This design comes from an exercise in tuning for small area, a short achievable clock period and few clock cycles per item on the open sky130 flow, not from production work. The RTL was checked by simulation tests, not by an equivalence proof against the original design. Power and IR drop assume default switching activity.

### design.v
module ntt_processer (
    input clk,
    input rst,
    input start,
    input [1:0] mode,  
    input is_add_or_sub,
    input [9:0] ram_r_start_offset_A,
    input [9:0] ram_r_start_offset_B,
    input [9:0] ram_w_start_offset,
    input [95:0] ram_rdata,
    output reg last_cycle,
    output reg ram_wen,
    output [9:0] ram_raddr,
    output [9:0] ram_waddr,
    output reg [95:0] ram_wdata,
    output reg NTT_finish
);
parameter WAIT_COMMAND_AND_FRST_CYCLE = 2'd0;
parameter PROCESSING = 2'd1;
parameter LAST_CYCLE = 2'd2;
reg [1:0] st, nst;  
reg [7:0] cycle_cnt, ncnt;
reg [2:0] stage;
reg in_buf_pre_load;
reg in_buf_load;
reg bu_type;
reg [9:0] ram_r_start_offset;
reg buf_wen;
reg [95:0] BP_in_data;
reg [4:0] buf_raddr;
wire [6:0] coef_addr;
wire [4:0] ag_raddr_out, ag_waddr_out;
wire [23:0] coef_rom_out;
wire [95:0] buf_rdata, buf_wdata;
wire [95:0] BP_out_data;
reg [1:0] mode_reg;
reg is_add_or_sub_reg;
reg [9:0] ram_r_start_offset_A_reg;
reg [9:0] ram_r_start_offset_B_reg;
reg [9:0] ram_w_start_offset_reg;
addr_generator AG (
    .clk(clk),
    .rst(rst),
    .mode(start ? mode : mode_reg),
    .cycle_cnt(cycle_cnt),
    .stage(stage),
    .coef_addr(coef_addr),
    .raddr(ag_raddr_out),
    .waddr(ag_waddr_out)
);
BU_processor BP (
    .clk(clk),
    .rst(rst),
    .op_mode(start ? mode : mode_reg),  
    .stage(stage), 
    .in_buf_pre_load(in_buf_pre_load),
    .in_buf_load(in_buf_load),
    .bu_type(bu_type), 
    .in_data(BP_in_data),
    .in_coef(coef_rom_out),
    .out_data(BP_out_data)
);
twiddle_factor ROM (
    .clk(clk),
    .addr(coef_addr),
    .dout(coef_rom_out)
);
assign buf_wdata = BP_out_data; 
buf_96x32 ntt_buf (
    .clk(clk),
    .rst(rst),
    .wen(buf_wen),
    .raddr(buf_raddr),
    .waddr(ag_waddr_out),
    .din(buf_wdata),
    .dout(buf_rdata)
);
assign ram_raddr = ram_r_start_offset + ag_raddr_out;
assign ram_waddr = mode == 2'd0 || mode == 2'd1 ? ram_w_start_offset_reg + ag_waddr_out : ram_w_start_offset_reg + buf_raddr;
always @(posedge clk or posedge rst) begin
    if(rst) begin
        st <= WAIT_COMMAND_AND_FRST_CYCLE;
        cycle_cnt <= 8'd0;
    end
    else begin
        st <= nst;
        cycle_cnt <= ncnt;
    end
end
always @(*) begin
    case (st)
        WAIT_COMMAND_AND_FRST_CYCLE : begin
            stage = 3'd0;
            if(start) begin
                nst = PROCESSING;
                ncnt = cycle_cnt + 1;
            end
            else begin
                nst = st;
                ncnt = 8'd0;
            end
        end 
        PROCESSING : begin
            ncnt = cycle_cnt + 1;
            case(mode_reg)
            2'd0, 2'd1: begin
                nst = cycle_cnt == 8'd228 ? LAST_CYCLE : PROCESSING;
                stage = cycle_cnt[7:5];
            end
            2'd2: begin
                nst = cycle_cnt == 8'd138 ? LAST_CYCLE : PROCESSING;
                stage = { 1'b0, ~cycle_cnt[1], cycle_cnt[0] };  
            end
            2'd3: begin
                nst = cycle_cnt == 8'd66 ? LAST_CYCLE : PROCESSING;
                stage = { 2'b0, cycle_cnt[0] };
            end
            endcase
        end 
        LAST_CYCLE : begin
            nst = LAST_CYCLE;
            ncnt = 8'd0;
            stage = 3'd0;
        end 
        default: begin
            nst = WAIT_COMMAND_AND_FRST_CYCLE;
            stage = 3'd0;
            ncnt = 8'd0;
        end
    endcase
end
always @(*) begin
    case (st)
        WAIT_COMMAND_AND_FRST_CYCLE : begin
            in_buf_pre_load = mode == 2'd2 || mode == 2'd3;
            in_buf_load = 1'b0;
            bu_type = mode == 2'd3 ? is_add_or_sub : 1'b0;
            ram_r_start_offset = ram_r_start_offset_A;
            last_cycle = 1'b0;
            ram_wen = 1'b0;
            buf_wen = 1'b0;
            BP_in_data = ram_rdata;
            ram_wdata = 0;
            buf_raddr = 0;
            NTT_finish = 1'd0;
        end 
        PROCESSING : begin
            last_cycle = 1'b0;
            NTT_finish = 1'd0;
            case(mode_reg)
            2'd0, 2'd1: begin
                in_buf_pre_load = 1'b0;
                in_buf_load = 1'b0;
                bu_type = cycle_cnt[0];
                ram_r_start_offset = ram_r_start_offset_A_reg;
                ram_wen = cycle_cnt > 8'd197;
                buf_wen = cycle_cnt > 8'd5 && cycle_cnt <= 8'd197;
                BP_in_data = stage == 3'd0 ? ram_rdata : buf_rdata;
                ram_wdata = BP_out_data;
                buf_raddr = ag_raddr_out;
            end
            2'd2: begin
                in_buf_pre_load = cycle_cnt[1:0] == 2'd0;
                in_buf_load = cycle_cnt[1:0] == 2'd1;
                bu_type = 1'b0;
                ram_r_start_offset = cycle_cnt[0] ? ram_r_start_offset_B_reg : ram_r_start_offset_A_reg;
                ram_wen = cycle_cnt > 8'd107;
                buf_wen = cycle_cnt > 8'd12 && cycle_cnt[1:0] == 2'd3;
                BP_in_data = ram_rdata;
                ram_wdata = buf_rdata;
                buf_raddr = cycle_cnt - 8'd108;
            end
            2'd3: begin
                in_buf_pre_load = ~cycle_cnt[0];
                in_buf_load = cycle_cnt[0];
                bu_type = is_add_or_sub_reg;
                ram_r_start_offset = cycle_cnt[0] ? ram_r_start_offset_B_reg : ram_r_start_offset_A_reg;
                ram_wen = cycle_cnt > 8'd35;
                buf_wen = cycle_cnt > 8'd3 && cycle_cnt[0];
                BP_in_data = ram_rdata;
                ram_wdata = buf_rdata;
                buf_raddr = cycle_cnt - 8'd36;
            end
            endcase
        end 
        LAST_CYCLE : begin
            in_buf_pre_load = 1'b0;
            in_buf_load = 1'b0;
            bu_type = 1'b0;
            ram_r_start_offset = ram_w_start_offset_reg;
            last_cycle = 1'b1;
            ram_wen = 1'b1;
            buf_wen = 1'b0;
            BP_in_data = ram_rdata;
            ram_wdata = BP_out_data;
            buf_raddr = 5'd31;
            NTT_finish = 1'd1;
        end 
        default: begin
            in_buf_pre_load = 1'b0;
            in_buf_load = 1'b0;
            bu_type = 1'b0;
            ram_r_start_offset = ram_r_start_offset_A;
            last_cycle = 1'b0;
            ram_wen = 1'b0;
            buf_wen = 1'b0;
            BP_in_data = ram_rdata;
            ram_wdata = 0;
            buf_raddr = 0;
            NTT_finish = 1'd0;
        end
    endcase
end
always @(posedge clk or posedge rst) begin
    if(rst) begin
        mode_reg <= 0;
        is_add_or_sub_reg <= 0;
        ram_r_start_offset_A_reg <= 0;
        ram_r_start_offset_B_reg <= 0;
        ram_w_start_offset_reg <= 0;
    end
    else begin
        if(start) begin
            mode_reg <= mode;
            is_add_or_sub_reg <= is_add_or_sub;
            ram_r_start_offset_A_reg <= ram_r_start_offset_A;
            ram_r_start_offset_B_reg <= ram_r_start_offset_B;
            ram_w_start_offset_reg <= ram_w_start_offset;
        end
    end
end
endmodule
module addr_generator (
    input clk,
    input rst,
    input [1:0] mode,
    input [7:0] cycle_cnt,
    input [2:0] stage,
    output reg [6:0] coef_addr,
    output reg [4:0] raddr,
    output reg [4:0] waddr
);
reg [4:0] stage_offset;
reg [4:0] raddr_offset;
reg [6:0] coef_addr_offset;
reg [6:0] coef_addr_cnt;
wire [7:0] cycle_cnt_sub_2;
assign cycle_cnt_sub_2 = cycle_cnt - 2;
reg [4:0] waddr_shift_reg [5:0];
always @(*) begin
    case(mode)
    2'd0: begin
        case(stage)
        3'd0: stage_offset = 5'd16;
        3'd1: stage_offset = 5'd8;
        3'd2: stage_offset = 5'd4;
        3'd3: stage_offset = 5'd2;
        default: stage_offset = 5'd1;
        endcase
    end
    2'd1: begin
        case(stage)
        3'd5: stage_offset = 5'd16;
        3'd4: stage_offset = 5'd8;
        3'd3: stage_offset = 5'd4;
        3'd2: stage_offset = 5'd2;
        default: stage_offset = 5'd1;
        endcase
    end
    default: begin  
        stage_offset = 5'd0;
    end
    endcase
end
always @(*) begin
    case(mode)
    2'd0: begin
        coef_addr_offset = 7'd1 << stage;
        coef_addr_cnt = stage == 3'd6 ? {cycle_cnt[4:0], 1'b0} : (cycle_cnt[4:0] >> (3'd5-stage));
    end
    2'd1: begin
        coef_addr_offset = 7'd1 << (3'd7 - stage);
        coef_addr_cnt = stage == 3'd0 ? {cycle_cnt[4:0], 1'b0} + 6'd2 :
                        stage == 3'd1 || stage == 3'd6 ? (cycle_cnt[4:0] >> (stage-1)) + 6'd1 :
                        { (cycle_cnt[4:0] >> (stage)), 1'b0 } + (cycle_cnt[0] ? 6'd2 : 6'd1);
    end
    2'd2: begin
        coef_addr_offset = 7'd64;
        coef_addr_cnt = { cycle_cnt_sub_2[7:2], 1'b0 };
    end
    2'd3: begin
        coef_addr_offset = 7'd0;
        coef_addr_cnt = 7'd0;
    end
    endcase
end
always @(*) begin
    case(mode)
    2'd0: begin
        case(stage)
        3'd0: raddr_offset = 5'd0;
        3'd1: raddr_offset = { 1'b0, cycle_cnt[4], 3'b0 } ;  
        3'd2: raddr_offset = { 1'b0, cycle_cnt[4:3], 2'b0 } ;  
        3'd3: raddr_offset = { 1'b0, cycle_cnt[4:2], 1'b0 } ;  
        default: raddr_offset = { 1'd0, cycle_cnt[4:1] };
        endcase
    end
    2'd1: begin
        case(stage)
        3'd5: raddr_offset = 5'd0;
        3'd4: raddr_offset = { 1'b0, cycle_cnt[4], 3'b0 } ;  
        3'd3: raddr_offset = { 1'b0, cycle_cnt[4:3], 2'b0 } ;  
        3'd2: raddr_offset = { 1'b0, cycle_cnt[4:2], 1'b0 } ;  
        default: raddr_offset = { 1'd0, cycle_cnt[4:1] };
        endcase        
    end
    2'd2: begin
        raddr_offset = cycle_cnt[7:2];
    end
    2'd3: begin
        raddr_offset = cycle_cnt[6:1];
    end
    endcase
end
always @(*) begin
    case(mode)
    2'd0, 
    2'd1: begin
        raddr = raddr_offset + cycle_cnt[4:1] + (cycle_cnt[0] ? stage_offset : 5'd0);
    end
    default: begin  
        raddr = raddr_offset;
    end
    endcase
end
always @(*) begin
    case(mode)
    2'd0: begin
       coef_addr = coef_addr_offset + coef_addr_cnt;
    end
    2'd1: begin
       coef_addr = coef_addr_offset - coef_addr_cnt;
    end
    2'd2: begin
        coef_addr = coef_addr_offset + coef_addr_cnt;
    end
    2'd3: begin
        coef_addr = 0;
    end
    endcase
end
integer i;
always @(posedge clk or posedge rst) begin
    if(rst) begin
        for(i=0; i<6; i=i+1) waddr_shift_reg[i] <= 0;
    end
    else begin
        case(mode)
        2'd0, 
        2'd1: begin
        waddr_shift_reg[0] <= raddr;
        for(i=1; i<6; i=i+1) waddr_shift_reg[i] <= waddr_shift_reg[i-1];
        end
        endcase
    end
end
always @(*) begin
    case(mode)
    2'd0, 
    2'd1: begin
       waddr = waddr_shift_reg[5];
    end
    2'd2: begin
       waddr = cycle_cnt[7:2] - 3;
    end
    2'd3: begin
       waddr = cycle_cnt[7:1] - 2;
    end
    endcase
end
endmodule
module BU_processor (
    input clk,
    input rst,
    input [1:0] op_mode, 
    input [2:0] stage, 
    input in_buf_pre_load,
    input in_buf_load,
    input bu_type, 
    input [95:0] in_data,
    input [23:0] in_coef,
    output [95:0] out_data
);
integer i;
wire [11:0] in_data_split [7:0];
wire [11:0] in_coef_split [1:0];
reg [11:0] out_data_split [7:0];
wire [11:0] in_coef_split_neg [1:0];
reg [11:0] in_buf_a_pre [7:0];  
reg [11:0] in_buf_a [7:0];  
reg [11:0] in_buf_b [7:0];  
reg [11:0] out_buf [7:0];  
reg [2:0] stage_prop [8:0];  
reg type_prop [5:0];  
reg [11:0] bu_0_in_1, bu_0_in_2, bu_0_coef;
wire [1:0] bu_0_mode;
wire [11:0] bu_0_out_1, bu_0_out_2;
BU bu_0 (
    .clk(clk),
    .rst(rst),
    .u_in(bu_0_in_1),
    .t_in(bu_0_in_2),
    .coef(bu_0_coef),
    .mode(bu_0_mode),
    .U_out(bu_0_out_1),
    .T_out(bu_0_out_2)
);
reg [11:0] bu_1_in_1, bu_1_in_2, bu_1_coef;
wire [1:0] bu_1_mode;
wire [11:0] bu_1_out_1, bu_1_out_2;
BU bu_1 (
    .clk(clk),
    .rst(rst),
    .u_in(bu_1_in_1),
    .t_in(bu_1_in_2),
    .coef(bu_1_coef),
    .mode(bu_1_mode),
    .U_out(bu_1_out_1),
    .T_out(bu_1_out_2)
);
reg [11:0] bu_2_in_1, bu_2_in_2, bu_2_coef;
wire [1:0] bu_2_mode;
wire [11:0] bu_2_out_1, bu_2_out_2;
BU bu_2 (
    .clk(clk),
    .rst(rst),
    .u_in(bu_2_in_1),
    .t_in(bu_2_in_2),
    .coef(bu_2_coef),
    .mode(bu_2_mode),
    .U_out(bu_2_out_1),
    .T_out(bu_2_out_2)
);
reg [11:0] bu_3_in_1, bu_3_in_2, bu_3_coef;
wire [1:0] bu_3_mode;
wire [11:0] bu_3_out_1, bu_3_out_2;
BU bu_3 (
    .clk(clk),
    .rst(rst),
    .u_in(bu_3_in_1),
    .t_in(bu_3_in_2),
    .coef(bu_3_coef),
    .mode(bu_3_mode),
    .U_out(bu_3_out_1),
    .T_out(bu_3_out_2)
);
reg [11:0] mult_a0, mult_a1, mult_b0, mult_b1, mult_coef;
wire [11:0] mul_reduce_in_1, mul_reduce_in_2;
wire [11:0] mul_reduce_out;
mul_reduce MR (
    .clk(clk),
    .rst(rst),
    .in1(mul_reduce_in_1),
    .in2(mul_reduce_in_2),
    .res(mul_reduce_out)
);
assign mul_reduce_in_1 = op_mode == 2'd2 ? mult_a1 : 12'd0;
assign mul_reduce_in_2 = op_mode == 2'd2 ? mult_coef : 12'd0;
assign in_data_split[0] = in_data[11:00];
assign in_data_split[1] = in_data[23:12];
assign in_data_split[2] = in_data[35:24];
assign in_data_split[3] = in_data[47:36];
assign in_data_split[4] = in_data[59:48];
assign in_data_split[5] = in_data[71:60];
assign in_data_split[6] = in_data[83:72];
assign in_data_split[7] = in_data[95:84];
assign in_coef_split[0] = in_coef[11:00];
assign in_coef_split[1] = in_coef[23:12];
assign in_coef_split_neg[0] = 12'd3329 - in_coef[11:00];
assign in_coef_split_neg[1] = 12'd3329 - in_coef[23:12];
assign out_data = { out_data_split[7], out_data_split[6], out_data_split[5], out_data_split[4],
                    out_data_split[3], out_data_split[2], out_data_split[1], out_data_split[0] };
assign bu_0_mode = op_mode;
assign bu_1_mode = op_mode;
assign bu_2_mode = op_mode == 2'd2 ? 2'd0 : op_mode;
assign bu_3_mode = op_mode == 2'd2 ? 2'd0 : op_mode;
always @(*) begin
    case(op_mode)
    2'd0 : begin
        bu_0_in_1 = in_data_split[0];
        bu_0_in_2 = in_data_split[2];
        bu_1_in_1 = in_data_split[1];
        bu_1_in_2 = in_data_split[3];
        bu_2_in_1 = in_data_split[4];
        bu_2_in_2 = in_data_split[6];
        bu_3_in_1 = in_data_split[5];
        bu_3_in_2 = in_data_split[7];
        bu_0_coef = in_coef_split[0];
        bu_1_coef = in_coef_split[0];
        bu_2_coef = stage == 3'd6 ? in_coef_split[1] : in_coef_split[0];
        bu_3_coef = stage == 3'd6 ? in_coef_split[1] : in_coef_split[0];
    end
    2'd1: begin
        bu_0_in_1 = in_data_split[0];
        bu_0_in_2 = stage == 3'd0 ? in_data_split[2] : in_data_split[4];
        bu_1_in_1 = in_data_split[1];
        bu_1_in_2 = stage == 3'd0 ? in_data_split[3] : in_data_split[5];
        bu_2_in_1 = stage == 3'd0 ? in_data_split[4] : in_data_split[2];
        bu_2_in_2 = in_data_split[6];
        bu_3_in_1 = stage == 3'd0 ? in_data_split[5] : in_data_split[3];
        bu_3_in_2 = in_data_split[7];
        bu_0_coef = stage == 3'd0 ? in_coef_split_neg[1] : in_coef_split_neg[0];
        bu_1_coef = stage == 3'd0 ? in_coef_split_neg[1] : in_coef_split_neg[0];
        bu_2_coef = in_coef_split_neg[0];
        bu_3_coef = in_coef_split_neg[0];
    end
    2'd2: begin
        bu_0_in_1 = mult_b1;  
        bu_0_in_2 = mult_b0;  
        bu_0_coef = mult_a0;  
        bu_1_in_1 = mult_a0;  
        bu_1_in_2 = mult_b0;  
        bu_1_coef = mult_a1;  
        bu_2_in_1 = bu_0_out_2;  
        bu_2_in_2 = mul_reduce_out;  
        bu_2_coef = bu_0_out_1;  
        bu_3_in_1 = bu_1_out_2;  
        bu_3_in_2 = bu_0_out_1;  
        bu_3_coef = bu_1_out_1;  
    end
    default: begin  
        bu_0_in_1 = stage[0] ? in_buf_a[4] : in_buf_a[0];
        bu_0_in_2 = stage[0] ? in_buf_b[4] : in_buf_b[0];
        bu_1_in_1 = stage[0] ? in_buf_a[5] : in_buf_a[1];
        bu_1_in_2 = stage[0] ? in_buf_b[5] : in_buf_b[1];
        bu_2_in_1 = stage[0] ? in_buf_a[6] : in_buf_a[2];
        bu_2_in_2 = stage[0] ? in_buf_b[6] : in_buf_b[2];
        bu_3_in_1 = stage[0] ? in_buf_a[7] : in_buf_a[3];
        bu_3_in_2 = stage[0] ? in_buf_b[7] : in_buf_b[3];
        bu_0_coef = 12'd0;
        bu_1_coef = 12'd0;
        bu_2_coef = 12'd0;
        bu_3_coef = 12'd0;
    end
    endcase
end
always @(*) begin
    if(op_mode == 2'd2) begin
        case(stage[1:0])
        2'd0: begin
            mult_a0 = in_buf_a[0];
            mult_b0 = in_buf_b[0];
            mult_a1 = in_buf_a[1];
            mult_b1 = in_buf_b[1];
            mult_coef = in_coef_split[0];
        end
        2'd1: begin
            mult_a0 = in_buf_a[2];
            mult_b0 = in_buf_b[2];
            mult_a1 = in_buf_a[3];
            mult_b1 = in_buf_b[3];
            mult_coef = in_coef_split_neg[0];
        end
        2'd2: begin
            mult_a0 = in_buf_a[4];
            mult_b0 = in_buf_b[4];
            mult_a1 = in_buf_a[5];
            mult_b1 = in_buf_b[5];
            mult_coef = in_coef_split[1];
        end
        2'd3: begin
            mult_a0 = in_buf_a[6];
            mult_b0 = in_buf_b[6];
            mult_a1 = in_buf_a[7];
            mult_b1 = in_buf_b[7];
            mult_coef = in_coef_split_neg[1];
        end
        endcase 
    end
    else begin
        mult_a0 = 12'd0;
        mult_b0 = 12'd0;
        mult_a1 = 12'd0;
        mult_b1 = 12'd0;
        mult_coef = 12'd0;
    end
end
always @(posedge clk or posedge rst) begin
    if(rst) begin
        for(i=0; i<6; i=i+1) stage_prop[0] <= 0;
        for(i=0; i<9; i=i+1) type_prop[0] <= 0;
    end
    else begin
        stage_prop[0] <= stage;
        type_prop[0] <= bu_type;
        for(i=1; i<6; i=i+1) begin
            stage_prop[i] <= stage_prop[i-1];
            type_prop[i] <= type_prop[i-1];
        end
        for(i=6; i<9; i=i+1) begin
            stage_prop[i] <= stage_prop[i-1];
        end
    end
end
always @(posedge clk) begin
    if(rst) begin
        for(i=0; i<8; i=i+1) out_buf[i] <= 0;
    end
    else begin
        case(op_mode)
        2'd0: begin
            if(stage_prop[4] == 3'd5) begin
                out_buf[0] <= bu_0_out_1;
                out_buf[1] <= bu_1_out_1;
                out_buf[2] <= bu_2_out_1;
                out_buf[3] <= bu_3_out_1;
                out_buf[4] <= bu_0_out_2;
                out_buf[5] <= bu_1_out_2;
                out_buf[6] <= bu_2_out_2;
                out_buf[7] <= bu_3_out_2;
            end
            else if(stage_prop[4] == 3'd6) begin
                out_buf[0] <= bu_0_out_1;
                out_buf[1] <= bu_1_out_1;
                out_buf[2] <= bu_0_out_2;
                out_buf[3] <= bu_1_out_2;
                out_buf[4] <= bu_2_out_1;
                out_buf[5] <= bu_3_out_1;
                out_buf[6] <= bu_2_out_2;
                out_buf[7] <= bu_3_out_2;
            end
            else begin 
                if(type_prop[4] == 1'b0) begin 
                    out_buf[0] <= bu_0_out_2;
                    out_buf[1] <= bu_1_out_2;
                    out_buf[2] <= bu_2_out_2;
                    out_buf[3] <= bu_3_out_2;
                    out_buf[4] <= bu_0_out_1;
                    out_buf[5] <= bu_1_out_1;
                    out_buf[6] <= bu_2_out_1;
                    out_buf[7] <= bu_3_out_1;
                end
                else begin
                    out_buf[4] <= bu_0_out_2;
                    out_buf[5] <= bu_1_out_2;
                    out_buf[6] <= bu_2_out_2;
                    out_buf[7] <= bu_3_out_2;
                end
            end
        end
        2'd1: begin
            if(stage_prop[4] == 3'd0 || stage_prop[4] == 3'd6) begin
                out_buf[0] <= bu_0_out_1;
                out_buf[1] <= bu_1_out_1;
                out_buf[2] <= bu_0_out_2;
                out_buf[3] <= bu_1_out_2;
                out_buf[4] <= bu_2_out_1;
                out_buf[5] <= bu_3_out_1;
                out_buf[6] <= bu_2_out_2;
                out_buf[7] <= bu_3_out_2;
            end
            else begin 
                if(type_prop[4] == 1'b0) begin 
                    out_buf[0] <= bu_2_out_1;
                    out_buf[1] <= bu_3_out_1;
                    out_buf[2] <= bu_2_out_2;
                    out_buf[3] <= bu_3_out_2;
                    out_buf[4] <= bu_0_out_1;
                    out_buf[5] <= bu_1_out_1;
                    out_buf[6] <= bu_0_out_2;
                    out_buf[7] <= bu_1_out_2;
                end
                else begin
                    out_buf[4] <= bu_2_out_1;
                    out_buf[5] <= bu_3_out_1;
                    out_buf[6] <= bu_2_out_2;
                    out_buf[7] <= bu_3_out_2;
                end
            end
        end
        2'd2: begin
            case(stage_prop[8][1:0]) 
            2'd0: begin
                out_buf[0] <= bu_2_out_1;
                out_buf[1] <= bu_3_out_1;
            end
            2'd1: begin
                out_buf[2] <= bu_2_out_1;
                out_buf[3] <= bu_3_out_1;            
            end
            2'd2: begin
                out_buf[4] <= bu_2_out_1;
                out_buf[5] <= bu_3_out_1;            
            end
            2'd3: begin
                out_buf[6] <= bu_2_out_1;
                out_buf[7] <= bu_3_out_1;            
            end
            endcase
        end
        default: begin  
            if(type_prop[0]) begin  
                if(stage_prop[0][0]) begin
                    out_buf[4] <= bu_0_out_2;
                    out_buf[5] <= bu_1_out_2;
                    out_buf[6] <= bu_2_out_2;
                    out_buf[7] <= bu_3_out_2;    
                end
                else begin
                    out_buf[0] <= bu_0_out_2;
                    out_buf[1] <= bu_1_out_2;
                    out_buf[2] <= bu_2_out_2;
                    out_buf[3] <= bu_3_out_2;   
                end 
            end
            else begin  
                if(stage_prop[0][0]) begin
                    out_buf[4] <= bu_0_out_1;
                    out_buf[5] <= bu_1_out_1;
                    out_buf[6] <= bu_2_out_1;
                    out_buf[7] <= bu_3_out_1;    
                end
                else begin
                    out_buf[0] <= bu_0_out_1;
                    out_buf[1] <= bu_1_out_1;
                    out_buf[2] <= bu_2_out_1;
                    out_buf[3] <= bu_3_out_1;    
                end
            end
        end
        endcase
    end
end
always @(*) begin
    case(op_mode)
    2'd0: begin
        if(stage_prop[5] == 3'd5 || stage_prop[5] == 3'd6) begin
            for(i=0; i<8; i=i+1) out_data_split[i] = out_buf[i];
        end
        else begin 
            if(type_prop[5] == 1'b0) begin 
                out_data_split[0] = out_buf[4];
                out_data_split[1] = out_buf[5];
                out_data_split[2] = out_buf[6];
                out_data_split[3] = out_buf[7];
                out_data_split[4] = bu_0_out_1;
                out_data_split[5] = bu_1_out_1;
                out_data_split[6] = bu_2_out_1;
                out_data_split[7] = bu_3_out_1;
            end
            else begin
                for(i=0; i<8; i=i+1) out_data_split[i] = out_buf[i];
            end
        end
    end
    2'd1: begin
        if(stage_prop[5] == 3'd0 || stage_prop[5] == 3'd6) begin
            for(i=0; i<8; i=i+1) out_data_split[i] = out_buf[i];
        end
        else begin 
            if(type_prop[5] == 1'b0) begin 
                out_data_split[0] = out_buf[4];
                out_data_split[1] = out_buf[5];
                out_data_split[2] = out_buf[6];
                out_data_split[3] = out_buf[7];
                out_data_split[4] = bu_0_out_1;
                out_data_split[5] = bu_1_out_1;
                out_data_split[6] = bu_0_out_2;
                out_data_split[7] = bu_1_out_2;
            end
            else begin
                for(i=0; i<8; i=i+1) out_data_split[i] = out_buf[i];
            end
        end        
    end
    default: begin  
        for(i=0; i<8; i=i+1) out_data_split[i] = out_buf[i];
    end
    endcase
end
always @(posedge clk or posedge rst) begin
    if(rst) begin
        for(i=0; i<8; i=i+1) in_buf_a_pre[i] <= 0;
    end
    else begin
        if(in_buf_pre_load) begin
            for(i=0; i<8; i=i+1) in_buf_a_pre[i] <= in_data_split[i];
        end
    end
end
always @(posedge clk) begin
    if(rst) begin
        for(i=0; i<8; i=i+1) in_buf_a[i] <= 0;
        for(i=0; i<8; i=i+1) in_buf_b[i] <= 0;
    end
    else begin
        if(in_buf_load) begin
            for(i=0; i<8; i=i+1) begin
                in_buf_a[i] <= in_buf_a_pre[i];
                in_buf_b[i] <= in_data_split[i];
            end
        end
    end
end
endmodule
module BU (
    input clk,
    input rst,
    input [11:0] u_in,
    input [11:0] t_in,
    input [11:0] coef,
    input [1:0] mode,
    output [11:0] U_out,
    output [11:0] T_out
);
wire [11:0] slice_A_u_in;
wire [11:0] slice_A_t_in;
wire [11:0] slice_A_coef_in;
wire [11:0] slice_A_U_out;
wire [11:0] slice_A_T_out;
reg [11:0] slice_A_shift_regs [0:3];
mul_reduce mul_red_A (
    .clk(clk),
    .rst(rst),
    .in1(slice_A_t_in),
    .in2(slice_A_coef_in),
    .res(slice_A_T_out)
);
always @(posedge clk) begin
    slice_A_shift_regs[0] <= slice_A_u_in;
    slice_A_shift_regs[1] <= slice_A_shift_regs[0];
    slice_A_shift_regs[2] <= slice_A_shift_regs[1];
    slice_A_shift_regs[3] <= slice_A_shift_regs[2];
end
assign slice_A_U_out = slice_A_shift_regs[3];
wire [11:0] slice_B_u_in;
wire [11:0] slice_B_t_in;
wire [11:0] slice_B_U_out;
wire [11:0] slice_B_T_out;
reg [11:0] slice_B_u_in_reg;
reg [11:0] slice_B_t_in_reg;
add_div2 add_B (
    .in1(slice_B_u_in_reg),
    .in2(slice_B_t_in_reg),
    .mode(mode),
    .res(slice_B_U_out)
);
sub_div2 sub_B (
    .in1(slice_B_u_in_reg),
    .in2(slice_B_t_in_reg),
    .mode(mode),
    .res(slice_B_T_out)
);
always @(posedge clk or posedge rst) begin
    if(rst) begin
        slice_B_u_in_reg <= 0;
        slice_B_t_in_reg <= 0;
    end
    else begin
        slice_B_u_in_reg <= slice_B_u_in;
        slice_B_t_in_reg <= slice_B_t_in;
    end
end
reg [11:0] coef_reg;
always @(posedge clk) begin
    if(rst) coef_reg <= 0;
    else coef_reg <= coef;
end
assign slice_A_u_in = mode == 2'd1 || mode == 2'd3 ? slice_B_U_out : u_in;
assign slice_A_t_in = mode == 2'd1 || mode == 2'd3 ? slice_B_T_out : t_in;
assign slice_A_coef_in = mode == 2'd1 || mode == 2'd3 ? coef_reg : coef;
assign slice_B_u_in = mode == 2'd1 || mode == 2'd3 ? u_in : slice_A_U_out;
assign slice_B_t_in = mode == 2'd1 || mode == 2'd3 ? t_in : slice_A_T_out;
assign U_out = mode == 2'd0 || mode == 2'd3 ? slice_B_U_out : slice_A_U_out;
assign T_out = mode == 2'd0 || mode == 2'd3 ? slice_B_T_out : slice_A_T_out;
endmodule
module mul_reduce (
    input clk,
    input rst,
    input [11:0] in1,
    input [11:0] in2,
    output [11:0] res
);
reg [11:0] in1_reg;
reg [11:0] in2_reg;
always @(posedge clk or posedge rst) begin
    if(rst) begin
        in1_reg <= 0;
        in2_reg <= 0;
    end
    else begin
        in1_reg <= in1;
        in2_reg <= in2;
    end
end
wire [23:0] prod;
assign prod = in1_reg * in2_reg;
reg [23:0] prod_reg;
always @(posedge clk or posedge rst) begin
    if(rst) prod_reg <= 0;
    else prod_reg <= prod;
end
reduce mod (
    .clk(clk),
    .rst(rst),
    .c(prod_reg),
    .r(res)
);
endmodule
module reduce (
    input clk,
    input rst,
    input [23:0] c,
    output [11:0] r
);
wire [7:0] c0;
wire [15:0] c1;
wire [13:0] d_1;
wire [13:0] d1_sum;
wire [12:0] Q_1;
assign c0 = c[7:0];
assign c1 = c[23:8];
assign d_1 = c1[15:3] + c1[15:5];  
assign d1_sum = d_1 - d_1[13:6];
assign Q_1 = d1_sum[13:1];
reg [7:0] c0_reg;
reg [5:0] c1_reg;
reg [12:0] Q_1_reg;
always @(posedge clk or posedge rst) begin
    if(rst) begin
        Q_1_reg <= 0;
        c1_reg <= 0;
        c0_reg <= 0;
    end
    else begin
        Q_1_reg <= Q_1;
        c1_reg <= c1[5:0];
        c0_reg <= c0;
    end
end
wire [5:0] s_1;
wire [5:0] s_2;
wire [5:0] r_1;
wire [13:0] r1c0;
assign s_1[5:3] = c1_reg[5:3] - Q_1_reg[2:0];
assign s_1[2:0] = c1_reg[2:0];
assign s_2[5:2] = Q_1_reg[5:2] + Q_1_reg[3:0];
assign s_2[1:0] = Q_1_reg[1:0];
assign r_1 = s_1 - s_2;
assign r1c0 = {r_1, c0_reg};
wire [13:0] R;
reg [13:0] R_reg;
assign R = r1c0 - Q_1_reg;
always @(posedge clk or posedge rst) begin
    if(rst) R_reg = 0;
    else R_reg <= R;
end
assign r = R_reg[13] | (R_reg[12:0] >= 13'd3329) ? 
                       (R_reg[11:0] + (R_reg[13] ? 12'd3329 : -12'd3329))
                     : R_reg[11:0];
endmodule
module add_div2 (
    input [11:0] in1,
    input [11:0] in2,
    input [1:0] mode,
    output [11:0] res
);
wire [12:0] add_result;
wire [11:0] reduced_add_result;
assign add_result = in1 + in2;
assign reduced_add_result = add_result >= 13'd3329 ? add_result - 12'd3329 : add_result;
assign res = mode == 2'd1 ?  (reduced_add_result[0]  ? reduced_add_result[11:1] + 12'd1665 : reduced_add_result[11:1] )
            : reduced_add_result;
endmodule
module sub_div2 (
    input [11:0] in1,
    input [11:0] in2,
    input [1:0] mode,
    output [11:0] res
);
wire [12:0] sub_result;
wire [11:0] reduced_sub_result;
assign sub_result = in1 - in2;
assign reduced_sub_result = sub_result[12]  ? sub_result + 12'd3329 : sub_result;
assign res = mode == 2'd1 ?  (reduced_sub_result[0]  ? reduced_sub_result[11:1] + 12'd1665 : reduced_sub_result[11:1] )
            : reduced_sub_result;
endmodule
module twiddle_factor(
    input clk,
    input [6:0] addr,
    output [23:0] dout
);
function [11:0] rom;
    input [6:0] a;
    begin
        case(a)
        7'd0: rom = 12'h001;
        7'd1: rom = 12'h6c1;
        7'd2: rom = 12'ha14;
        7'd3: rom = 12'hcd9;
        7'd4: rom = 12'ha52;
        7'd5: rom = 12'h276;
        7'd6: rom = 12'h769;
        7'd7: rom = 12'h350;
        7'd8: rom = 12'h426;
        7'd9: rom = 12'h77f;
        7'd10: rom = 12'h0c1;
        7'd11: rom = 12'h31d;
        7'd12: rom = 12'hae2;
        7'd13: rom = 12'hcbc;
        7'd14: rom = 12'h239;
        7'd15: rom = 12'h6d2;
        7'd16: rom = 12'h128;
        7'd17: rom = 12'h98f;
        7'd18: rom = 12'h53b;
        7'd19: rom = 12'h5c4;
        7'd20: rom = 12'hbe6;
        7'd21: rom = 12'h038;
        7'd22: rom = 12'h8c0;
        7'd23: rom = 12'h535;
        7'd24: rom = 12'h592;
        7'd25: rom = 12'h82e;
        7'd26: rom = 12'h217;
        7'd27: rom = 12'hb42;
        7'd28: rom = 12'h959;
        7'd29: rom = 12'hb3f;
        7'd30: rom = 12'h7b6;
        7'd31: rom = 12'h335;
        7'd32: rom = 12'h121;
        7'd33: rom = 12'h14b;
        7'd34: rom = 12'hcb5;
        7'd35: rom = 12'h6dc;
        7'd36: rom = 12'h4ad;
        7'd37: rom = 12'h900;
        7'd38: rom = 12'h8e5;
        7'd39: rom = 12'h807;
        7'd40: rom = 12'h28a;
        7'd41: rom = 12'h7b9;
        7'd42: rom = 12'h9d1;
        7'd43: rom = 12'h278;
        7'd44: rom = 12'hb31;
        7'd45: rom = 12'h021;
        7'd46: rom = 12'h528;
        7'd47: rom = 12'h77b;
        7'd48: rom = 12'h90f;
        7'd49: rom = 12'h59b;
        7'd50: rom = 12'h327;
        7'd51: rom = 12'h1c4;
        7'd52: rom = 12'h59e;
        7'd53: rom = 12'hb34;
        7'd54: rom = 12'h5fe;
        7'd55: rom = 12'h962;
        7'd56: rom = 12'ha57;
        7'd57: rom = 12'ha39;
        7'd58: rom = 12'h5c9;
        7'd59: rom = 12'h288;
        7'd60: rom = 12'h9aa;
        7'd61: rom = 12'hc26;
        7'd62: rom = 12'h4cb;
        7'd63: rom = 12'h38e;
        7'd64: rom = 12'h011;
        7'd65: rom = 12'hac9;
        7'd66: rom = 12'h247;
        7'd67: rom = 12'ha59;
        7'd68: rom = 12'h665;
        7'd69: rom = 12'h2d3;
        7'd70: rom = 12'h8f0;
        7'd71: rom = 12'h44c;
        7'd72: rom = 12'h581;
        7'd73: rom = 12'ha66;
        7'd74: rom = 12'hcd1;
        7'd75: rom = 12'h0e9;
        7'd76: rom = 12'h2f4;
        7'd77: rom = 12'h86c;
        7'd78: rom = 12'hbc7;
        7'd79: rom = 12'hbea;
        7'd80: rom = 12'h6a7;
        7'd81: rom = 12'h673;
        7'd82: rom = 12'hae5;
        7'd83: rom = 12'h6fd;
        7'd84: rom = 12'h737;
        7'd85: rom = 12'h3b8;
        7'd86: rom = 12'h5b5;
        7'd87: rom = 12'ha7f;
        7'd88: rom = 12'h3ab;
        7'd89: rom = 12'h904;
        7'd90: rom = 12'h985;
        7'd91: rom = 12'h954;
        7'd92: rom = 12'h2dd;
        7'd93: rom = 12'h921;
        7'd94: rom = 12'h10c;
        7'd95: rom = 12'h281;
        7'd96: rom = 12'h630;
        7'd97: rom = 12'h8fa;
        7'd98: rom = 12'h7f5;
        7'd99: rom = 12'hc94;
        7'd100: rom = 12'h177;
        7'd101: rom = 12'h9f5;
        7'd102: rom = 12'h82a;
        7'd103: rom = 12'h66d;
        7'd104: rom = 12'h427;
        7'd105: rom = 12'h13f;
        7'd106: rom = 12'had5;
        7'd107: rom = 12'h2f5;
        7'd108: rom = 12'h833;
        7'd109: rom = 12'h231;
        7'd110: rom = 12'h9a2;
        7'd111: rom = 12'ha22;
        7'd112: rom = 12'haf4;
        7'd113: rom = 12'h444;
        7'd114: rom = 12'h193;
        7'd115: rom = 12'h402;
        7'd116: rom = 12'h477;
        7'd117: rom = 12'h866;
        7'd118: rom = 12'had7;
        7'd119: rom = 12'h376;
        7'd120: rom = 12'h6ba;
        7'd121: rom = 12'h4bc;
        7'd122: rom = 12'h752;
        7'd123: rom = 12'h405;
        7'd124: rom = 12'h83e;
        7'd125: rom = 12'hb77;
        7'd126: rom = 12'h375;
        7'd127: rom = 12'h86a;
        endcase
    end
endfunction
wire [6:0] addr_p1 = addr + 7'd1;
assign dout = {rom(addr_p1), rom(addr)};
endmodule
module buf_96x32 (
    input clk,
    input rst,
    input wen,
    input [4:0] raddr,
    input [4:0] waddr,
    input [95:0] din,
    output reg [95:0] dout
);
reg [95:0] data [0:31];
always @(*) begin
    dout = data[raddr];
end
integer i;
always@(posedge clk) begin
    if(rst) begin
        for(i=0; i<32; i=i+1) data[i] <= 0;
    end
    else begin
        if(wen) data[waddr] <= din;
    end
end
endmodule
### run.sh
#!/bin/bash
# synth_recipe.tcl (not shown) runs the flow's synth.tcl, then flattens the netlist and writes it again
# the make line also repeats each setting of config.mk as NAME=value (left out here)
make -C /OpenROAD-flow-scripts/flow DESIGN_CONFIG=/design/flow/config.mk WORK_HOME=/design/flow/orfs CLKGATE_MAP_FILE= SYNTH_SCRIPT=/design/flow/synth_recipe.tcl finish
### config.mk
export PLATFORM = sky130hd
export DESIGN_NAME = ntt_processer
export DESIGN_NICKNAME = ntt_processer
export VERILOG_FILES = /design/flow/design.v
export SDC_FILE = /design/flow/constraint.sdc
export NUM_CORES = 8
export LEC_CHECK = 0
export CAP_MARGIN = 30
export CORE_MARGIN = 2
export CORE_UTILIZATION = 40
export PLACE_DENSITY = 0.6
export SLEW_MARGIN = 30
### constraint.sdc
create_clock -name core_clock -period 13.0 [get_ports {clk}]
set_input_delay 2.6000 -clock core_clock [delete_from_list [all_inputs] [get_ports {clk}]]
set_output_delay 2.6000 -clock core_clock [all_outputs]
set_load 0.01 [all_outputs]
==> report_table.html <==
<table>
<tr><th>Metric</th><th>Value</th></tr>
<tr><th colspan="2">STA</th></tr>
<tr><td>Unrepaired setup endpoints after global routing</td><td>no</td></tr>
<tr><td>Setup TNS Final</td><td>0 ps</td></tr>
<tr><td>Fmax</td><td>78.3 MHz</td></tr>
<tr><td>Minimum period implied by the final worst setup slack</td><td>approximately 13,000 ps</td></tr>
<tr><td>Worst Tran Pin Value</td><td>1220 ps</td></tr>
<tr><td>Setup violation total in the final timing report</td><td>0</td></tr>
<tr><td>Remaining max-slew budget at the tightest pin</td><td>0.184</td></tr>
<tr><td>Final hold violation count</td><td>0</td></tr>
<tr><td>Final Max Tran Viols</td><td>0</td></tr>
<tr><td>Part of the cycle the worst path needs</td><td>0.982</td></tr>
<tr><td>Final clock skew</td><td>between 100 and 150 ps</td></tr>
<tr><th colspan="2">Clock network</th></tr>
<tr><td>Clock slew at reported path FFs</td><td>70 ps</td></tr>
<tr><td>Clock tree from TritonCTS</td><td>built</td></tr>
<tr><td>Longest Clk Path Bufs</td><td>4</td></tr>
<tr><td>Insertion delay to the later sink of the worst-skew pair</td><td>1180 ps</td></tr>
<tr><td>H-tree levels</td><td>5</td></tr>
<tr><td>CTS Buf Count</td><td>449</td></tr>
<tr><td>Number of post-CTS setup repair buffers</td><td>0</td></tr>
<tr><td>Hold-fix buffers, CTS</td><td>0</td></tr>
<tr><td>Number of sinks on the clock net</td><td>4,340</td></tr>
<tr><td>CTS root buf</td><td>clkbuf_16</td></tr>
<tr><th colspan="2">Floorplanning</th></tr>
<tr><td>Area of the core</td><td>approximately 0.6 mm2</td></tr>
<tr><td>Standard-cell rows</td><td>roughly 290</td></tr>
<tr><td>Full die area</td><td>0.609 mm2</td></tr>
<tr><td>Starting utilization of the core area</td><td>0.401</td></tr>
<tr><td>IO Pins</td><td>251</td></tr>
<tr><td>X dimension of the die</td><td>780 um</td></tr>
<tr><td>Die height</td><td>780 um</td></tr>
<tr><th colspan="2">Power and ir drop</th></tr>
<tr><td>Power per cell area</td><td>288 mW/mm2</td></tr>
<tr><td>Leak pwr</td><td>105 nW</td></tr>
<tr><td>Worst IR drop on VDD</td><td>0.000282 V</td></tr>
<tr><th colspan="2">Detailed routing</th></tr>
<tr><td>Final ANT Viol Nets</td><td>0</td></tr>
<tr><td>Post-DR wirelength/cell</td><td>35.2 um</td></tr>
<tr><td>Via-per-instance ratio</td><td>6.35</td></tr>
<tr><td>Detailed Route WL</td><td>1,100,000 um</td></tr>
<tr><td>DRC marker count from the first detailed-route iteration</td><td>between 30,000 and 40,000</td></tr>
<tr><td>Number of vias in the routed layout</td><td>198,458</td></tr>
<tr><td>Number of iterations in the first detailed-routing pass</td><td>9</td></tr>
<tr><td>DRC viols</td><td>0</td></tr>
<tr><th colspan="2">GRT</th></tr>
<tr><td>Global-route met3 utilization</td><td>0.116</td></tr>
<tr><td>Grt peak-use layer</td><td>met2</td></tr>
<tr><td>Total overflow reported by the global router</td><td>0</td></tr>
<tr><td>Largest net degree at the start of global routing</td><td>~170</td></tr>
<tr><td>Initial antenna violation count</td><td>113</td></tr>
<tr><td>Vias in the first global route</td><td>approximately 190k</td></tr>
<tr><td>All-layer global routing usage</td><td>0.351</td></tr>
<tr><td>Global-route met1 utilization</td><td>0.417</td></tr>
<tr><td>GR Layer Usage met2</td><td>0.519</td></tr>
<tr><td>Wire length of the first global-routing pass</td><td>1,510,000 um</td></tr>
<tr><th colspan="2">Logic synthesis</th></tr>
<tr><td>Warnings, synthesis</td><td>17</td></tr>
<tr><td>Prevailing post-synth register cell</td><td>edfxtp_1</td></tr>
<tr><td>Synthesized netlist net count</td><td>24,309</td></tr>
<tr><td>Cells after synthesis</td><td>22,876</td></tr>
<tr><td>Post-synth EDFFs</td><td>3,098</td></tr>
<tr><td>Synth async-reset ratio</td><td>0.165</td></tr>
<tr><td>Post-synthesis area per instance</td><td>~11 um2</td></tr>
<tr><td>Syn Std Cell Area</td><td>about 0.24 mm2</td></tr>
<tr><td>Seq/Total Area, Yosys</td><td>0.504</td></tr>
<tr><td>Flip-flop and latch count after synthesis</td><td>4,340</td></tr>
<tr><td>Number of distinct standard cells referenced by the synthesized netlist</td><td>123</td></tr>
<tr><th colspan="2">Worst setup path</th></tr>
<tr><td>Crit Path Class</td><td>primary input to output port</td></tr>
<tr><td>Worst EP required</td><td>10,400 ps</td></tr>
<tr><td>Critical path arrival</td><td>10,170 ps</td></tr>
<tr><td>Launch instance of the worst register-to-register path</td><td>st[1]$_DFFE_PP0P_</td></tr>
<tr><td>Startpoint Class</td><td>primary input</td></tr>
<tr><td>Critical path capture point type</td><td>output port</td></tr>
<tr><td>First element of the critical path</td><td>mode[0]</td></tr>
<tr><td>Worst-path fanout max</td><td>21</td></tr>
<tr><td>Critical R2R Capture</td><td>BP.bu_1.mul_red_A.in2_reg[3]$_DFF_PP0_</td></tr>
<tr><td>Flop2flop setup slack</td><td>1310 ps</td></tr>
<tr><td>Termination of the worst setup path</td><td>ram_wdata[27]</td></tr>
<tr><td>Number of cell instances on the worst register-to-register path</td><td>38</td></tr>
<tr><th colspan="2">Placed design</th></tr>
<tr><td>HPWL after detailed placement</td><td>717,000 um</td></tr>
<tr><td>Cell area reported after detailed placement</td><td>between 0.2 and 0.3 mm2</td></tr>
<tr><td>Routability congestion estimate from global placement</td><td>1.06</td></tr>
<tr><td>Buffers added on ports</td><td>250</td></tr>
<tr><td>Count of placed standard cells including taps</td><td>30,349</td></tr>
<tr><th colspan="2">Finish</th></tr>
<tr><td>Filler cells</td><td>55,471</td></tr>
<tr><td>Fraction of final layout cells sized beyond drive strength 1</td><td>0.128</td></tr>
<tr><td>Total Nets Final</td><td>24,201</td></tr>
<tr><td>Total area of sequential cells</td><td>0.121 mm2</td></tr>
<tr><td>Max FFs per register</td><td>3,072</td></tr>
<tr><td>Largest reg by FF count</td><td>ntt_buf.data</td></tr>
<tr><td>Area used by multi-input combinational logic</td><td>0.111 mm2</td></tr>
<tr><td>Synthesis-to-finish area growth</td><td>13.1%</td></tr>
<tr><td>Cell Count, Final, Fillers Out</td><td>31,268</td></tr>
<tr><td>Design area</td><td>0.273 mm2</td></tr>
<tr><th colspan="2">Outcome</th></tr>
<tr><td>Status</td><td>finished clean</td></tr>
<tr><th colspan="2">Worst hold path</th></tr>
<tr><td>Class of the worst hold path</td><td>register to register</td></tr>
<tr><th colspan="2">Job</th></tr>
<tr><td>Total of max-cap violations</td><td>0</td></tr>
</table>
-- how the worst min path moves through the flow --
stage	cells after the start	start	to	slack [ps]
3_5_place_dp	0	BP.bu_1.slice_A_shift_regs[2][9]$_DFF_P_	BP.bu_1.slice_A_shift_regs[3][9]$_DFF_P_	310
6_report	0	BP.bu_3.slice_A_shift_regs[2][6]$_DFF_P_	BP.bu_3.slice_A_shift_regs[3][6]$_DFF_P_	270
2_1_floorplan	0	BP.bu_0.slice_A_shift_regs[0][0]$_DFF_P_	BP.bu_0.slice_A_shift_regs[1][0]$_DFF_P_	310
5_1_grt	0	BP.bu_3.slice_A_shift_regs[2][6]$_DFF_P_	BP.bu_3.slice_A_shift_regs[3][6]$_DFF_P_	280
4_1_cts	0	BP.bu_3.slice_A_shift_regs[2][6]$_DFF_P_	BP.bu_3.slice_A_shift_regs[3][6]$_DFF_P_	250
3_3_place_gp	0	BP.bu_2.slice_A_shift_regs[1][4]$_DFF_P_	BP.bu_2.slice_A_shift_regs[2][4]$_DFF_P_	310
-- final cells by class --
class                   instances  area share
clock inverters               241     0.00881
diodes                         98    0.000899
flip-flops and latches       4340       0.445
clock buffers                 576      0.0453
repair buffers               1245      0.0426
well taps                    8036      0.0369
inverters                    1083      0.0150
multi-input cells           15649       0.405
-- synth_stat cells, types with 75 or more instances --
master / instances / share of area
clkbuf_1: 1422 / 0.022
a22oi_1: 119 / 0.0037
o211ai_1: 145 / 0.0045
nand2b_1: 294 / 0.0076
fa_1: 551 / 0.046
a211oi_1: 164 / 0.0051
o22ai_1: 94 / 0.0024
mux2_2: 110 / 0.0051
and3_1: 75 / 0.0019
buf_2: 177 / 0.0037
and2_1: 410 / 0.011
dfxtp_1: 528 / 0.044
o221ai_1: 116 / 0.0042
a21o_1: 184 / 0.0057
ha_1: 750 / 0.039
a31oi_1: 203 / 0.0053
nor2_1: 4278 / 0.067
o31ai_1: 79 / 0.0025
o21a_1: 82 / 0.0026
o21ai_0: 899 / 0.019
nand2_1: 2454 / 0.038
nand3_1: 376 / 0.0078
buf_1: 196 / 0.0031
mux4_2: 691 / 0.065
nor2b_1: 77 / 0.0020
o21bai_1: 75 / 0.0023
xnor2_1: 388 / 0.014
mux2i_1: 256 / 0.011
a221oi_1: 123 / 0.0045
nor3_1: 215 / 0.0045
xor2_1: 171 / 0.0062
inv_1: 1059 / 0.016
a21oi_1: 1179 / 0.024
dfrtp_1: 714 / 0.074
edfxtp_1: 3098 / 0.39
-- critical path, cell delays in order --
cell and delay [ps]:
clkdlybuf4s50_1 520, mux2i_4 420, inv_8 150, ha_4 280, nand3_1 150, a31oi_1 110
o31ai_1 280, fa_1 470, inv_1 70, ha_1 180, inv_1 70, fa_1 460
o21ai_0 120, o211ai_1 140, a21oi_1 200, buf_4 270, o21a_4 340, buf_12 230
buf_12 220, mux4_2 520, mux4_2 460, nor2_1 170, nor2_2 190, a21oi_1 640
buf_4 230, nor2_1 50, clkdlybuf4s50_1 520
-- cells in the final DEF (no fill, tap or decap), types with 409 or more instances in the layout --
master,count
dfxtp_1,528
dfrtp_1,712
ha_1,736
mux4_2,691
clkbuf_16,468
nor2_1,4236
and2_1,409
nand2_1,2378
inv_1,1053
a21oi_1,1161
fa_1,551
o21ai_0,870
edfxtp_1,3098
buf_4,857
-- metrics by stage --
stage                util  worst slack (ps)  power [mW]  hold slack, ps
finish              0.453               232        78.4             266
global route        0.453              24.0        81.7             278
CTS                 0.453              89.3        76.5             255
detailed placement  0.428               118        63.1             312
global placement    0.428              -138        62.8             310
floorplan               -             -1480        45.5             310
-- cell families (layout without fill, tap and decap cells) --
family,after synthesis,count (layout),share of synthesized area
and+or+nand+nor,8477,8477,0.148
DFF,4340,4340,0.504
AOI/OAI and AO/OA,4241,4241,0.116
buffers and inverters,2887,3145,0.0460
adders and majority gates,1301,1301,0.0847
muxes,1062,1062,0.0806
xor gates and xnor gates,568,568,0.0210
other,0,98,0
-- layer usage --
metal | wire length (um) | part of all wire
met5 | 528 | 0.00048
met3 | 148000 | 0.13
met2 | 468000 | 0.43
met4 | 112000 | 0.10
met1 | 373000 | 0.34
-- repair_timing --
action                     CTS  global route
hold endpoints to repair     0             0
setup endpoints to repair    0             6
gates resized for setup      0             7
-- report_power, final --
part	switching (mW)	internal, mW	leakage, nW
Clock	5.92	7.43	7.21
Sequential	1.75	17.0	45.2
Combinational	31.1	15.3	52.7
Total	38.7	39.7	105
Testbench counts, summed over its fixed seeds: cycles 30,808, ops 192.

## static timing again, ports no longer ideal
Ports are ideal in the flow. The routed layout listed here was re-timed in OpenROAD.
Step 1: set_driving_cell puts a clkbuf_16 on clk and a buf_2 on each other input, an assumption about the parent block.
Step 2 also shifts input and output timing later by t, the mid clock arrival at the registers, as if the neighbouring blocks saw the same clock.
Slacks: no drivers / after step 1 / after step 2; pairs: no drivers / after step 1.
t (ns): 1.226
setup slack, ns: 0.232 / 0.188 / 0.188
hold slack, ns: 0.266 / 0.266 / 0.266
worst setup path after step 2: input to output
latest minus earliest clock arrival (ns): 0.156 / 0.157
After both steps this run still meets setup and hold. The setup slack of this run moves by -0.044 ns with the drivers and by -0.044 ns with both steps.
